This is an optimization exercise on Yosys and OpenROAD, whose aim is small area, not a production implementation.
The RTL was checked by simulation tests, not by an equivalence proof against the original design.

==> design.v <==
module ALU
#(
	parameter WORD_LENGTH =8
)
(
	input [WORD_LENGTH-1:0] dataA,
	input [WORD_LENGTH-1:0] dataB,
	input [3:0] control,
	input [4:0] shmt,
	output carry,
	output zero,
	output negative,
	output [WORD_LENGTH-1:0] dataC  
);
reg [WORD_LENGTH:0]result_reg; 				 
wire [WORD_LENGTH:0]mask= 1<< WORD_LENGTH;  
reg [WORD_LENGTH:0]compl_B;
reg negative_reg;
assign dataC = result_reg[31:0];
assign zero = (result_reg==0) ? 1'd1:1'd0;
assign carry =(result_reg & mask)?1'b1:1'b0; 
always@(*)begin 
	compl_B=(~dataB)+1; 	
	case(control)
		4'b0000:  
		begin
			result_reg	<=dataA * dataB;
			negative_reg <=0;
		end
		4'b0001:  
		begin						
			if(dataA > dataB)
			begin				
				result_reg 	<= dataA-dataB;								
				negative_reg <=0;
			end
			else if(dataA < dataB)
			begin								
				result_reg  <=(~(dataA+compl_B))+1'b1;
				negative_reg <=1;
			end	else if(dataA == dataB)begin
				result_reg 	<=0;								
				negative_reg <=0;				
			end else begin
				result_reg 	<=0;								
				negative_reg <=0;				
			end 
		end
		4'b0010:    
		begin
			result_reg 	<= dataA+dataB; 	
			negative_reg <=0;
		end	
		4'b0011:   
		begin
			result_reg	<=~dataA;
			negative_reg <=0;
		end
		4'b0100: 
		begin
			result_reg	<=(~dataA)+1'b1;
			negative_reg <=0;
		end 	
		4'b0101:  
		begin
			result_reg	<=(dataA & dataB);
			negative_reg <=0;
		end
		4'b0110:  
		begin
			result_reg	<=(dataA | dataB);
			negative_reg <=0;
		end
		4'b0111:  
		begin
			result_reg	<=(dataA ^ dataB);
			negative_reg <=0;
		end		
		4'b1000:  
		begin		
			result_reg	<=  dataB<< shmt;		
			negative_reg <=0;
		end
		4'b1001:  
		begin
			result_reg	<= dataB >> shmt;
			negative_reg <=0;
		end	
		4'b1010:	 
		begin
			result_reg	<=  dataB<< dataA;		
			negative_reg <=0;
		end 
		4'b1011:	 
		begin 
			result_reg	<=  dataB<< 16;		
			negative_reg <=0;
		end 
		4'b1100:	 
		begin
			if(dataA < dataB)
			begin
				result_reg	 <=	1'd1;
				negative_reg <=1'd1;
			end else begin
				result_reg	 <=	1'd0;
				negative_reg <=1'b0;
			end
		end
		default:
		begin 
			result_reg	 <=	1'd0;
			negative_reg <=0;		
		end
	endcase
end
assign negative = negative_reg;
endmodule
module MIPS_ALU_top (
    input             clk,
    input      [31:0] dataA,
    input      [31:0] dataB,
    input      [3:0]  control,
    input      [4:0]  shmt,
    output reg [31:0] dataC,
    output reg        carry,
    output reg        zero,
    output reg        negative
);
reg [31:0] dataA_q;
reg [31:0] dataB_q;
reg [3:0]  control_q;
reg [4:0]  shmt_q;
wire [31:0] dataC_w;
wire        carry_w;
wire        zero_w;
wire        negative_w;
always @(posedge clk) begin
    dataA_q   <= dataA;
    dataB_q   <= dataB;
    control_q <= control;
    shmt_q    <= shmt;
    dataC     <= dataC_w;
    carry     <= carry_w;
    zero      <= zero_w;
    negative  <= negative_w;
end
ALU #(
    .WORD_LENGTH(32)
) alu_unit (
    .dataA(dataA_q),
    .dataB(dataB_q),
    .control(control_q),
    .shmt(shmt_q),
    .carry(carry_w),
    .zero(zero_w),
    .negative(negative_w),
    .dataC(dataC_w)
);
endmodule
==> run.sh <==
#!/bin/bash
# synth_recipe.tcl (not shown) runs the flow's synth.tcl, then flattens the netlist and writes it again
# the make line also repeats each setting of config.mk as NAME=value (left out here)
make -C /OpenROAD-flow-scripts/flow DESIGN_CONFIG=/design/flow/config.mk WORK_HOME=/design/flow/orfs CLKGATE_MAP_FILE= SYNTH_SCRIPT=/design/flow/synth_recipe.tcl finish
==> config.mk <==
export PLATFORM = sky130hd
export DESIGN_NAME = MIPS_ALU_top
export DESIGN_NICKNAME = MIPS_ALU_top
export VERILOG_FILES = /design/flow/design.v
export SDC_FILE = /design/flow/constraint.sdc
export NUM_CORES = 4
export LEC_CHECK = 0
export CAP_MARGIN = 20
export CORE_MARGIN = 2
export CORE_UTILIZATION = 40
export SLEW_MARGIN = 20
==> constraint.sdc <==
create_clock -name core_clock -period 11.0 [get_ports {clk}]
set_input_delay 2.2000 -clock core_clock [delete_from_list [all_inputs] [get_ports {clk}]]
set_output_delay 2.2000 -clock core_clock [all_outputs]
set_load 0.01 [all_outputs]
==> run notes <==
[cell type report]
class                   count  area, µm²
repair buffers            239       2080
clock inverters             7       95.1
fillers                  7572      41600
multi-input cells        2825      24900
flip-flops and latches    108       2160
diodes                      1       2.50
inverters                 517       1940
clock buffers               9        225
well taps                 969       1210
[stage by stage]
stage	setup WS [ns]
finish	1.39
detailed placement	1.74
floorplan	3.05
global placement	1.76
CTS	1.69
global route	0.980
[critical path, delay by kind of cell (launching register included)]
family | cells | cell delay [ns]
compound gates | 5 | 1.66
xor+xnor | 1 | 0.27
fa+ha+maj | 9 | 4.28
buf+inv | 3 | 0.99
flops | 1 | 0.34
simple gates | 7 | 1.99
[cell usage after synthesis, types with 30 or more instances]
master,n
inv_1,488
nor2_1,463
fa_1,440
nand2_1,410
ha_1,222
clkbuf_1,165
a21oi_1,150
xnor2_1,139
dfxtp_1,108
o21ai_0,106
mux2i_1,88
nor3_1,71
a211oi_1,43
nand3_1,43
buf_1,37
o211ai_1,37
nor4_1,33
xor2_1,31
mux4_2,30
[layer usage]
layer	GRT usage (%)	routed length, µm	up-vias
met5	0	87	-
li1	-	-	12300
met3	12.1	18200	523
met1	50.1	57900	14800
met2	56.0	61100	2081
met4	22.7	10700	12
[how the worst max path moves through the flow]
stage                                   from      endpoint  slack (ns)  depth (start not counted)
after floorplan           dataB_q[2]$_DFF_P_  zero$_DFF_P_        3.05                         29
after global placement    dataB_q[3]$_DFF_P_  zero$_DFF_P_        1.76                         26
after detailed placement  dataB_q[3]$_DFF_P_  zero$_DFF_P_        1.74                         26
after CTS                 dataB_q[3]$_DFF_P_  zero$_DFF_P_        1.69                         26
after global routing      dataB_q[5]$_DFF_P_  zero$_DFF_P_        0.98                         25
final                     dataB_q[5]$_DFF_P_  zero$_DFF_P_        1.39                         25
[cells by family after synthesis]
kind of cell               count (synthesis)
and+or+nand+nor                         1189
buffers and inverters                    748
AOI/OAI and AO/OA                        663
adders and majority gates                662
xor gates and xnor gates                 171
muxes                                    140
DFF                                      108
==> results.toml <==
[run]
maxCapViolCount = 0

[layout]
area_growth_pct = 9.22
final_cell_mix = "487 x inv_1, 462 x nor2_1, 440 x fa_1"
fin_area_um2 = 32600
fin_nets = 4436
fin_cells = 4675
drive_gt1_share_pct = 6.96
fin_util_pct = 43.9
largest_registers = "dataA_q: 32 flops, dataB_q: 32 flops, dataC: 32 flops"
final_common_cell = "inv_1"

[sta]
max_freq_mhz = 104
rsz0062_at_grt = "false"
hold_viol = 0
period_minus_slack_ns = 9.61
finalSetupTns_ns = 0
max_slew.worst_pin.slew_ns = 1.35
drv_slew = 0
clock-skew-final_ns = 0.0229
relSlewSlack_pct = 10.1
setup_violations = 0
fin_crit_sh_pct = 87.4
hold-worst-slack_ns = 0.942

[yosys]
ys.flop_type = "dfxtp_1"
yosysSeqAreaShare_pct = 7.25
avgSynthCellArea_um2 = 8.11
synth_top_cell_by_area = "fa_1"
synth.cell_area_um2 = 29800
synth_cell_types = 99
synth_top_area_share_pct = 29.5
ys_async_sr_fraction_pct = 0
synth-adder-area-share_pct = 38.8
synthCells = 3681
synth_xor_xnor_area_share_pct = 5.07
synth_top_family_by_area = "adder cells"
ys_ff_latch = 108
yosysWarnings = 2
synth_fp_nets = 4417
synth-edff-count = 0
synth.area.top_cells = "fa_1 30%, ha_1 9.3%, dfxtp_1 7.2%"
synth_mux_area_share_pct = 6.08
synth-compound-area-share_pct = 15.5
synth-simple-area-share_pct = 17.6

[outcome]
outcome = "finished clean"

[grt]
antenna_found_initial = 8
grt_pass1_wl_um = 213000
grt_start_max_net_pins = 43
grt_pass1_vias = 29700
grt_overflow = 0
track_usage_pct = 38.5

[clock_tree]
post_cts_resize_count = 0
cts_max_path_buffers = 2
clock_latency_ns = 0.43
cts_setup_buffers = 0
path_clk_slew_ns = 0.10
cts.sinks = 108
cts-htree-levels = 3
cts_tree = "done"
cts_made_buffers = 9
cts_hold_buf = 0
cts-root-buf = "clkbuf_16"

[hold_path]
whs_endpoint = "dataC[0]$_DFF_P_"
holdCritStartpoint = "control_q[3]$_DFF_P_"
hold_depth = 3
min_path_type = "flip-flop to flip-flop"

[setup_path]
critPathLaunchType = "flip-flop"
crit_path_max_fanout = 19
cp.required_ns = 11.36
crit_path_max_incr_delay_ns = 0.89
crit_top_cell = "fa_1"
rr_endpoint = "zero$_DFF_P_"
worstPathArrival_ns = 9.97
crit_type = "flip-flop to flip-flop"
crit_slowest_cell = "clkinv_1"
end_kind = "flip-flop"
ff2ff_path_depth = 25
rr_startpoint = "dataB_q[5]$_DFF_P_"
ff2ff_setup_slack_ns = 1.39

[drt]
drcViolationCount = 0
drtIter0Drc = 4225
routedWlPerCell_um = 31.6
wl_um = 148000
via_per_inst = 6.35
num_vias = 29700
dr.pass1.iters = 6
ant_nets = 0

[placement]
placed_cells = 4658
place_hpwl_um = 113000
io_buffer_count = 108
place_area_um2 = 32300
gp_congestion = 1.05

[floorplan]
die_x_um = 277
die-area_um2 = 76800
row_count = 100
start_util_pct = 40.2
core-area_um2 = 74200
die_h_um = 277
pin_count = 109

-- re-timing with driven ports --
Ports are ideal in the flow. The routed layout listed here was re-timed in OpenROAD. Step 1: set_driving_cell puts a clkbuf_16 on clk and a buf_2 on each other input, an assumption about the parent block. Step 2, shift: input delay + t, output delay - t, t = (earliest + latest rising clock arrival at the registers) / 2. This alone moves slack from input paths to output paths. a / b / c = ideal / step 1 / step 2; a / b = the first two.
t (ns): 0.482
slack for setup (ns): 1.387 / 1.387 / 1.387
worst register clock-pin slew, ns: 0.11 / 0.11
After both steps setup and hold are still met in this run. For this run, drivers alone change the setup slack by 0.000 ns; drivers and shift together by 0.000 ns.
